Context: an optimization exercise on an open-source flow, tuned for small area, a short achievable clock period and few clock cycles. The choices shown serve that exercise and are no tape-out recipe.
Where RTL was checked, it was by simulation tests only, not by an equivalence proof against the original.

the baseline:
## GAN_shared_hw
module GAN_shared_hw (x1, x2, x3, x4,
                     w_l1_11, w_l1_12, w_l1_13, w_l1_14, w_l1_21, w_l1_22, w_l1_23, w_l1_24, w_l1_31, w_l1_32, w_l1_33, w_l1_34, w_l1_41, w_l1_42, w_l1_43, w_l1_44, b_l1_1, b_l1_2, b_l1_3, b_l1_4,
                     w_l2_11, w_l2_12, w_l2_21, w_l2_22, w_l2_31, w_l2_32, w_l2_41, w_l2_42, b_l2_1, b_l2_2,
                     w_l3_11, w_l3_21, b_l3_1,
                     w_l4_11, b_l4_1,
                     w_l5_11, b_l5_1,
                     w_l6_11, w_l6_12, b_l6_1, b_l6_2,
                     w_l7_11, w_l7_12, w_l7_13, w_l7_14, w_l7_21, w_l7_22, w_l7_23, w_l7_24, b_l7_1, b_l7_2, b_l7_3, b_l7_4,
                     w_l8_11, w_l8_12, w_l8_13, w_l8_14, w_l8_21, w_l8_22, w_l8_23, w_l8_24, w_l8_31, w_l8_32, w_l8_33, w_l8_34, w_l8_41, w_l8_42, w_l8_43, w_l8_44, b_l8_1, b_l8_2, b_l8_3, b_l8_4,
                     f1, f2, f3, f4, Done, Start, Reset, Clock);
export LEC_CHECK = 0
export CAP_MARGIN = 20
export CORE_MARGIN = 2
export CORE_UTILIZATION = 60
export CTS_BUF_LIST = sky130_fd_sc_hd__clkbuf_8
export SLEW_MARGIN = 60
export SYNTH_HIERARCHICAL = 1
create_clock -name core_clock -period 12.5 [get_ports {Clock}]
standard.sh (not shown) runs the stock make flow with config.mk's settings and CLKGATE_MAP_FILE= SYNTH_SCRIPT=/design/flow/synth_recipe.tcl, a recipe that flattens the netlist after the stock synthesis.
==> flow/flow/run.sh <==
#!/bin/bash
set -euo pipefail
export BUFFER_PORTS_ARGS="-buffer_cell sky130_fd_sc_hd__buf_1"
bash standard.sh SETUP_SLACK_MARGIN=8 finish > standard_flow.log 2>&1
Having completed the whole flow, the baseline delivered a layout that passed the timing, design-rule and antenna checks.
--- input diff the baseline..the candidate ---
Settings: CTS_BUF_LIST removed (was sky130_fd_sc_hd__clkbuf_8); SETUP_SLACK_MARGIN newly set to 5; CORE_UTILIZATION changed from 60 to 40.
==> flow/flow/run.sh <==
#!/bin/bash
# The standard layout (synthesis included), with the port buffers made
# of the smallest buffer cell.
set -euo pipefail
export BUFFER_PORTS_ARGS="-buffer_cell sky130_fd_sc_hd__buf_1"
bash standard.sh finish > standard_flow.log 2>&1
Notes after the runs:
The candidate has less setup slack than the baseline.
Between the baseline and the candidate, area added between synthesis and finish is lower for the candidate, the baseline comes in above that.
In the floorplan summary, the candidate is listed with a die area greater than that of the baseline.
Maximum clock frequency: the candidate < the baseline
The candidate reports a lower critical path required time than the baseline does.
Netlist area before placement came out exactly the same in the baseline and the candidate.
No functional check of the RTL was part of any run of this note.

---

GAN_shared_hw, a different RTL version from the one above (not shown whole).
Size in the first run: ~5100 cells after synthesis, ~600 flip-flops, ~590 I/O pins, roughly 54000 µm² of cells after synthesis.
==> flow/config.mk <==
export PLATFORM = sky130hd
export DESIGN_NAME = GAN_shared_hw
export DESIGN_NICKNAME = GAN_shared_hw
export VERILOG_FILES = /design/flow/design.v
export SDC_FILE = /design/flow/constraint.sdc
export NUM_CORES = 4
export LEC_CHECK = 0
export CAP_MARGIN = 20
export CORE_MARGIN = 2
export CORE_UTILIZATION = 60
export CTS_BUF_LIST = sky130_fd_sc_hd__clkbuf_8
export SETUP_SLACK_MARGIN = 5
export SLEW_MARGIN = 60
==> flow/constraint.sdc <==
create_clock -name core_clock -period 12.5 [get_ports {Clock}]
set_input_delay 2.5000 -clock core_clock [delete_from_list [all_inputs] [get_ports {Clock}]]
set_output_delay 2.5000 -clock core_clock [all_outputs]
set_load 0.01 [all_outputs]
==> flow/flow/run.sh <==
#!/bin/bash
# The standard layout (synthesis included), with the port buffers made
# of the smallest buffer cell.
set -euo pipefail
export BUFFER_PORTS_ARGS="-buffer_cell sky130_fd_sc_hd__buf_1"
bash standard.sh finish > standard_flow.log 2>&1
Testbench counts at the start, summed over its fixed seeds: cycles 4,160.
Next try:
==> flow/flow/run.sh (replaced) <==
#!/bin/bash
set -euo pipefail
bash standard.sh SETUP_SLACK_MARGIN=7 finish > standard_flow.log 2>&1
CORE_UTILIZATION = 40   (was 60)
CTS_BUF_LIST = not set   (was sky130_fd_sc_hd__clkbuf_8)
SETUP_SLACK_MARGIN = not set   (was 5)
After rerunning: Hold slack gets better by 0.010 ns. Routed wire length is higher by about 14%. Utilization is lower by 15 points. Via count is higher by about 3%. Synthesized area does not change. Maximum frequency is higher by 8.7%. Setup slack gets better by 0.57 ns. Final cell count is higher by about 12%. Cell area is higher by about 17%.
Next try:
==> flow/run.sh (new file) <==
#!/bin/bash
# synth_recipe.tcl (not shown) runs the flow's synth.tcl, then flattens the netlist and writes it again
# the make line also repeats each setting of config.mk as NAME=value (left out here)
make -C /OpenROAD-flow-scripts/flow DESIGN_CONFIG=/design/flow/config.mk WORK_HOME=/design/flow/orfs CLKGATE_MAP_FILE= SYNTH_SCRIPT=/design/flow/synth_recipe.tcl finish
SLEW_MARGIN = 20   (was 60)
SYNTH_HIERARCHICAL = 1   (was not set)
removed: flow/flow/run.sh
removed: flow/standard.sh
Clock-buffer cell count grows by 11.
Routed wire length went down by 3.7%.
Non-clock buffer count goes down by 379.
Setup slack loses 1.4 ns.
Synthesized cell count fell by 17%.
Final cell count goes down by 11%.
Core utilization is lower by 3.4 points.
Final area fell by 4.8%.

---

GAN_shared_hw, a different RTL version from the one above (not shown whole).
Size in the first run: roughly 600 flip-flops, roughly 55000 sq um of cells after synthesis.
Design GAN_shared_hw, start of the top module:
module GAN_shared_hw (x1, x2, x3, x4,
                     w_l1_11, w_l1_12, w_l1_13, w_l1_14, w_l1_21, w_l1_22, w_l1_23, w_l1_24, w_l1_31, w_l1_32, w_l1_33, w_l1_34, w_l1_41, w_l1_42, w_l1_43, w_l1_44, b_l1_1, b_l1_2, b_l1_3, b_l1_4,
                     w_l2_11, w_l2_12, w_l2_21, w_l2_22, w_l2_31, w_l2_32, w_l2_41, w_l2_42, b_l2_1, b_l2_2,
                     w_l3_11, w_l3_21, b_l3_1,
                     w_l4_11, b_l4_1,
                     w_l5_11, b_l5_1,
                     w_l6_11, w_l6_12, b_l6_1, b_l6_2,
                     w_l7_11, w_l7_12, w_l7_13, w_l7_14, w_l7_21, w_l7_22, w_l7_23, w_l7_24, b_l7_1, b_l7_2, b_l7_3, b_l7_4,
                     w_l8_11, w_l8_12, w_l8_13, w_l8_14, w_l8_21, w_l8_22, w_l8_23, w_l8_24, w_l8_31, w_l8_32, w_l8_33, w_l8_34, w_l8_41, w_l8_42, w_l8_43, w_l8_44, b_l8_1, b_l8_2, b_l8_3, b_l8_4,
                     f1, f2, f3, f4, Done, Start, Reset, Clock);
input Start, Reset, Clock;
input [5:0] x1, x2, x3, x4,
            w_l1_11, w_l1_12, w_l1_13, w_l1_14, w_l1_21, w_l1_22, w_l1_23, w_l1_24, w_l1_31, w_l1_32, w_l1_33, w_l1_34, w_l1_41, w_l1_42, w_l1_43, w_l1_44, b_l1_1, b_l1_2, b_l1_3, b_l1_4,
            w_l2_11, w_l2_12, w_l2_21, w_l2_22, w_l2_31, w_l2_32, w_l2_41, w_l2_42, b_l2_1, b_l2_2,
            w_l3_11, w_l3_21, b_l3_1,
            w_l4_11, b_l4_1,
            w_l5_11, b_l5_1,
            w_l6_11, w_l6_12, b_l6_1, b_l6_2,
  ...
clock: 12.5 ns
lec_check: 0
abc_area: 1
cap_margin: 20
core_margin: 2
core_utilization: 60
cts_buf_list: sky130_fd_sc_hd__clkbuf_8
slew_margin: 60
synth_hierarchical: 1
==> flow/flow/run.sh <==
#!/bin/bash
set -euo pipefail
export BUFFER_PORTS_ARGS="-buffer_cell sky130_fd_sc_hd__buf_1"
bash standard.sh SETUP_SLACK_MARGIN=6 finish > standard_flow.log 2>&1
The first run completed without violations.
Testbench counts at the start, summed over its fixed seeds: cycles 4,160.
Edit:
==> flow/flow/run.sh (replaced) <==
#!/bin/bash
set -euo pipefail
export BUFFER_PORTS_ARGS="-buffer_cell sky130_fd_sc_hd__buf_1"
bash standard.sh SETUP_SLACK_MARGIN=6.5 finish > standard_flow.log 2>&1
Core utilization goes up by 5.2 points; via count went up by 3.0%; final cell count climbs by 1.9%; die area is unchanged; fmax grows by 6.7%.
Edit:
==> flow/flow/run.sh (replaced) <==
#!/bin/bash
set -euo pipefail
export BUFFER_PORTS_ARGS="-buffer_cell sky130_fd_sc_hd__buf_1"
bash standard.sh SETUP_SLACK_MARGIN=6 finish > standard_flow.log 2>&1
Settings changed: ABC_AREA 1 to default, SLEW_MARGIN 60 to 30.
Result: Sequential share of layout area climbs by 0.92 points; synthesized cell count drops by about 23%; cell area drops by about 3.4%; cell count drops by about 16%; utilization climbs by 0.38 points.

---

GAN_shared_hw again, from the RTL that the note above started with.
Settings: LEC_CHECK=0, ABC_AREA=1, CAP_MARGIN=20, CORE_MARGIN=2, CORE_UTILIZATION=60, CTS_BUF_LIST=sky130_fd_sc_hd__clkbuf_8, SLEW_MARGIN=60, SYNTH_HIERARCHICAL=1; clock period 12.5 ns.
==> flow/flow/run.sh <==
#!/bin/bash
set -euo pipefail
export BUFFER_PORTS_ARGS="-buffer_cell sky130_fd_sc_hd__buf_1"
bash standard.sh SETUP_SLACK_MARGIN=7 finish > standard_flow.log 2>&1
Testbench counts at the start, summed over its fixed seeds: cycles 4,160.
==> next run, changes <==
==> flow/flow/run.sh (replaced) <==
#!/bin/bash
set -euo pipefail
export BUFFER_PORTS_ARGS="-buffer_cell sky130_fd_sc_hd__buf_1"
bash standard.sh SETUP_SLACK_MARGIN=5.5 finish > standard_flow.log 2>&1
Outcome: Core utilization fell by 8.3 points; routed wire length fell by 6.5%; global-route usage fell by 2.6 points; hold slack is worse by 0.0063 ns; first-iteration DRC count fell by 3.4%; clock skew fell by 0.011 ns; cell count fell by 3.5%; final area fell by 11%.
==> next run, changes <==
==> flow/flow/run.sh (replaced) <==
#!/bin/bash
set -euo pipefail
export BUFFER_PORTS_ARGS="-buffer_cell sky130_fd_sc_hd__buf_1"
bash standard.sh SETUP_SLACK_MARGIN=6 finish > standard_flow.log 2>&1
ABC_AREA = unset   (was 1)
CORE_UTILIZATION = 70   (was 60)
Cell area went up by 2.7%. Critical path depth came out higher by 1. Synthesized area goes down by 4.3%. Synthesized cell count shrinks by 23%. Count of clock-buffer cells in the layout fell by 6.
==> next run, changes <==
==> flow/flow/run.sh (replaced) <==
#!/bin/bash
set -euo pipefail
export BUFFER_PORTS_ARGS="-buffer_cell sky130_fd_sc_hd__buf_1"
bash standard.sh SETUP_SLACK_MARGIN=7 finish > standard_flow.log 2>&1
CORE_UTILIZATION = 60   (was 70)
After rerunning: The new run finished with timing, DRC and antenna clean; routed wire length goes down by 7.5%; hold slack degrades by 0.0080 ns; synthesized area is unchanged; worst setup slack improves by 1.2 ns; clock skew goes down by 0.016 ns.

---

GAN_shared_hw again, from the RTL that the note above started with.
// GAN_shared_hw
module GAN_shared_hw (x1, x2, x3, x4,
                     w_l1_11, w_l1_12, w_l1_13, w_l1_14, w_l1_21, w_l1_22, w_l1_23, w_l1_24, w_l1_31, w_l1_32, w_l1_33, w_l1_34, w_l1_41, w_l1_42, w_l1_43, w_l1_44, b_l1_1, b_l1_2, b_l1_3, b_l1_4,
                     w_l2_11, w_l2_12, w_l2_21, w_l2_22, w_l2_31, w_l2_32, w_l2_41, w_l2_42, b_l2_1, b_l2_2,
                     w_l3_11, w_l3_21, b_l3_1,
                     w_l4_11, b_l4_1,
                     w_l5_11, b_l5_1,
                     w_l6_11, w_l6_12, b_l6_1, b_l6_2,
                     w_l7_11, w_l7_12, w_l7_13, w_l7_14, w_l7_21, w_l7_22, w_l7_23, w_l7_24, b_l7_1, b_l7_2, b_l7_3, b_l7_4,
                     w_l8_11, w_l8_12, w_l8_13, w_l8_14, w_l8_21, w_l8_22, w_l8_23, w_l8_24, w_l8_31, w_l8_32, w_l8_33, w_l8_34, w_l8_41, w_l8_42, w_l8_43, w_l8_44, b_l8_1, b_l8_2, b_l8_3, b_l8_4,
                     f1, f2, f3, f4, Done, Start, Reset, Clock);
input Start, Reset, Clock;
input [5:0] x1, x2, x3, x4,
            w_l1_11, w_l1_12, w_l1_13, w_l1_14, w_l1_21, w_l1_22, w_l1_23, w_l1_24, w_l1_31, w_l1_32, w_l1_33, w_l1_34, w_l1_41, w_l1_42, w_l1_43, w_l1_44, b_l1_1, b_l1_2, b_l1_3, b_l1_4,
            w_l2_11, w_l2_12, w_l2_21, w_l2_22, w_l2_31, w_l2_32, w_l2_41, w_l2_42, b_l2_1, b_l2_2,
            w_l3_11, w_l3_21, b_l3_1,
            w_l4_11, b_l4_1,
            w_l5_11, b_l5_1,
            w_l6_11, w_l6_12, b_l6_1, b_l6_2,
  ...
Settings: LEC_CHECK=0, CAP_MARGIN=20, CORE_MARGIN=2, CORE_UTILIZATION=60, CTS_BUF_LIST=sky130_fd_sc_hd__clkbuf_8, SLEW_MARGIN=60, SYNTH_HIERARCHICAL=1; clock period 12.5 ns.
==> flow/flow/run.sh <==
#!/bin/bash
set -euo pipefail
export BUFFER_PORTS_ARGS="-buffer_cell sky130_fd_sc_hd__buf_1"
bash standard.sh SETUP_SLACK_MARGIN=6 finish > standard_flow.log 2>&1
The first run finished clean.
Testbench counts at the start, summed over its fixed seeds: cycles 4,160.
Change:
==> flow/flow/run.sh (replaced) <==
#!/bin/bash
set -euo pipefail
export BUFFER_PORTS_ARGS="-buffer_cell sky130_fd_sc_hd__buf_1"
bash standard.sh SETUP_SLACK_MARGIN=9 finish > standard_flow.log 2>&1
The new run ran to the end with no violations.
Utilization is higher by 5.6 points.
Die area does not change.
Final cell count is higher by 3.8%.
Via count is higher by 3.7%.
Hold slack improved by 0.016 ns.
First-iteration DRC count is lower by 4.0%.
Clock skew barely changes.
Worst setup slack improved by 0.062 ns.
Routed wire length is higher by 0.59%.
Change:
==> flow/flow/run.sh (replaced) <==
#!/bin/bash
# The standard layout (synthesis included), with the port buffers made
# of the smallest buffer cell.
set -euo pipefail
export BUFFER_PORTS_ARGS="-buffer_cell sky130_fd_sc_hd__buf_1"
bash standard.sh finish > standard_flow.log 2>&1
Settings changed: SETUP_SLACK_MARGIN set to 5.
The new run finished with timing, DRC and antenna clean.
Critical path depth shrinks by 2.
Fmax went down by roughly a tenth.
Die area stays the same.
Via count came out lower by a few percent.
Global-route usage fell by 1.1 points.
Worst hold slack gets worse by 0.018 ns.
Clock skew drops by 0.011 ns.
Final cell count went down by a few percent.
Count of clock-buffer cells in the layout is higher by 8.

---

GAN_shared_hw with an RTL version that a note above also has.
For scale: about 600 flip-flops, ~590 I/O pins, ~54000 µm² of cells after synthesis.
make LEC_CHECK=0 CAP_MARGIN=20 CORE_MARGIN=2 CORE_UTILIZATION=40 SLEW_MARGIN=20 finish   # period 12.5 ns
run.sh (not shown) runs the stock make flow with config.mk's settings and CLKGATE_MAP_FILE= SYNTH_SCRIPT=/design/flow/synth_recipe.tcl, a recipe that flattens the netlist after the stock synthesis.
Stock flow here: none of the scripts above is used.
Testbench counts at the start, summed over its fixed seeds: cycles 4,160.
Then changed:
==> flow/flow/run.sh (new file) <==
#!/bin/bash
# The standard layout (synthesis included), with the port buffers made
# of the smallest buffer cell.
set -euo pipefail
export BUFFER_PORTS_ARGS="-buffer_cell sky130_fd_sc_hd__buf_1"
bash standard.sh finish > standard_flow.log 2>&1
==> flow/standard.sh (new file) <==
#!/bin/bash
# synth_recipe.tcl (not shown) runs the flow's synth.tcl, then flattens the netlist and writes it again
# the make line also repeats each setting of config.mk as NAME=value (left out here)
make -C /OpenROAD-flow-scripts/flow DESIGN_CONFIG=/design/flow/config.mk WORK_HOME=/design/flow/orfs CLKGATE_MAP_FILE= SYNTH_SCRIPT=/design/flow/synth_recipe.tcl "${@:-finish}"
SETUP_SLACK_MARGIN = 5   (was not set)
SLEW_MARGIN = 60   (was 20)
removed: flow/run.sh
=> Die area does not change; global-route usage grows by 0.31 points; worst hold slack is better by 0.014 ns.
Then changed:
ABC_AREA = 1   (was not set)
The new run ran to the end with no violations.
Die area increases by 4.1%.
Fmax is lower by 1.8%.
Final area goes up by 2.6%.
Flip-flop and latch count does not change.
Utilization is lower by 0.71 points.
Setup slack is worse by 0.13 ns.
Via count rises by 8.4%.
Synthesized cell count rose by 19%.
Then changed:
==> flow/run.sh (new file) <==
#!/bin/bash
# synth_recipe.tcl (not shown) runs the flow's synth.tcl, then flattens the netlist and writes it again
# the make line also repeats each setting of config.mk as NAME=value (left out here)
make -C /OpenROAD-flow-scripts/flow DESIGN_CONFIG=/design/flow/config.mk WORK_HOME=/design/flow/orfs CLKGATE_MAP_FILE= SYNTH_SCRIPT=/design/flow/synth_recipe.tcl finish
ABC_AREA = not set   (was 1)
removed: flow/flow/run.sh
removed: flow/standard.sh
The changed run finished with timing, DRC and antenna clean.
Non-clock buffer count went up by 160.
Clock skew went down by 0.029 ns.
Routed wire length went down by a few percent.
Flip-flop and latch count stays the same.
Utilization went up by 3.6 points.
Hold slack gets better by 0.012 ns.
Cell count went down by roughly a tenth.

afterwards: timing with drivers on the ports:
The flow's constraints put no driver on any port. The routed layouts listed below were extracted and timed again, unchanged, in two steps. Step 1 (the two cells are an assumption about what drives the block):
set clk [get_ports {Clock}]
set_driving_cell -lib_cell sky130_fd_sc_hd__clkbuf_16 $clk
set_driving_cell -lib_cell sky130_fd_sc_hd__buf_2 [delete_from_list [all_inputs] $clk]
Step 2 also shifts input and output timing later by t, the mid clock arrival at the registers, as if the neighbouring blocks saw the same clock. Slacks: ideal / step 1 / step 2; pairs: ideal / step 1.
| run | shift t [ns] | slack for setup (ns) | worst setup path at the end | clock arrival spread, ns | pins driven straight from the clock port |
|---|---|---|---|---|---|
| the baseline | 0.859 | 5.994 / 5.994 / 5.994 | register to register | 0.090 / 0.090 | 1 |
| the candidate | 0.770 | 5.253 / 5.253 / 5.253 | register to register | 0.051 / 0.051 | 1 |
| the first run of note 2 | 0.833 | 5.378 / 5.378 / 5.378 | register to register | 0.073 / 0.073 | 1 |
| the second run of note 2 | 0.740 | 5.951 / 5.951 / 5.951 | register to register | 0.064 / 0.064 | 1 |
| the third run of note 2 | 0.744 | 4.578 / 4.578 / 4.578 | register to register | 0.048 / 0.047 | 1 |
| the first run of note 3 | 0.817 | 6.112 / 6.112 / 6.112 | register to register | 0.063 / 0.063 | 1 |
| the second run of note 3 | 0.824 | 6.511 / 6.511 / 6.487 | input to register | 0.085 / 0.085 | 1 |
| the third run of note 3 | 0.841 | 6.035 / 6.035 / 6.035 | register to register | 0.078 / 0.079 | 1 |
| the first run of note 4 | 0.821 | 6.567 / 6.567 / 6.567 | register to register | 0.080 / 0.080 | 1 |
| the second run of note 4 | 0.821 | 5.702 / 5.702 / 5.702 | register to register | 0.072 / 0.072 | 1 |
| the third run of note 4 | 0.848 | 4.881 / 4.881 / 4.881 | register to register | 0.077 / 0.077 | 1 |
| the fourth run of note 4 | 0.829 | 6.118 / 6.118 / 6.118 | register to register | 0.060 / 0.061 | 1 |
| the first run of note 5 | 0.852 | 6.052 / 6.052 / 5.980 | input to register | 0.075 / 0.076 | 1 |
| the second run of note 5 | 0.828 | 6.113 / 6.113 / 6.113 | register to register | 0.064 / 0.064 | 1 |
| the third run of note 5 | 0.833 | 5.145 / 5.145 / 5.145 | register to register | 0.053 / 0.053 | 1 |
| the first run of note 6 | 0.728 | 4.340 / 4.340 / 4.340 | register to register | 0.061 / 0.060 | 1 |
| the second run of note 6 | 0.736 | 5.314 / 5.314 / 5.314 | register to register | 0.061 / 0.061 | 1 |
| the third run of note 6 | 0.740 | 5.184 / 5.184 / 5.184 | register to register | 0.067 / 0.067 | 1 |
| the fourth run of note 6 | 0.715 | 5.383 / 5.383 / 5.383 | register to register | 0.036 / 0.036 | 1 |
After both steps every run listed still meets setup and hold. For the first run of note 5, which loses most, drivers alone change the setup slack by 0.000 ns; drivers and shift together by -0.072 ns.
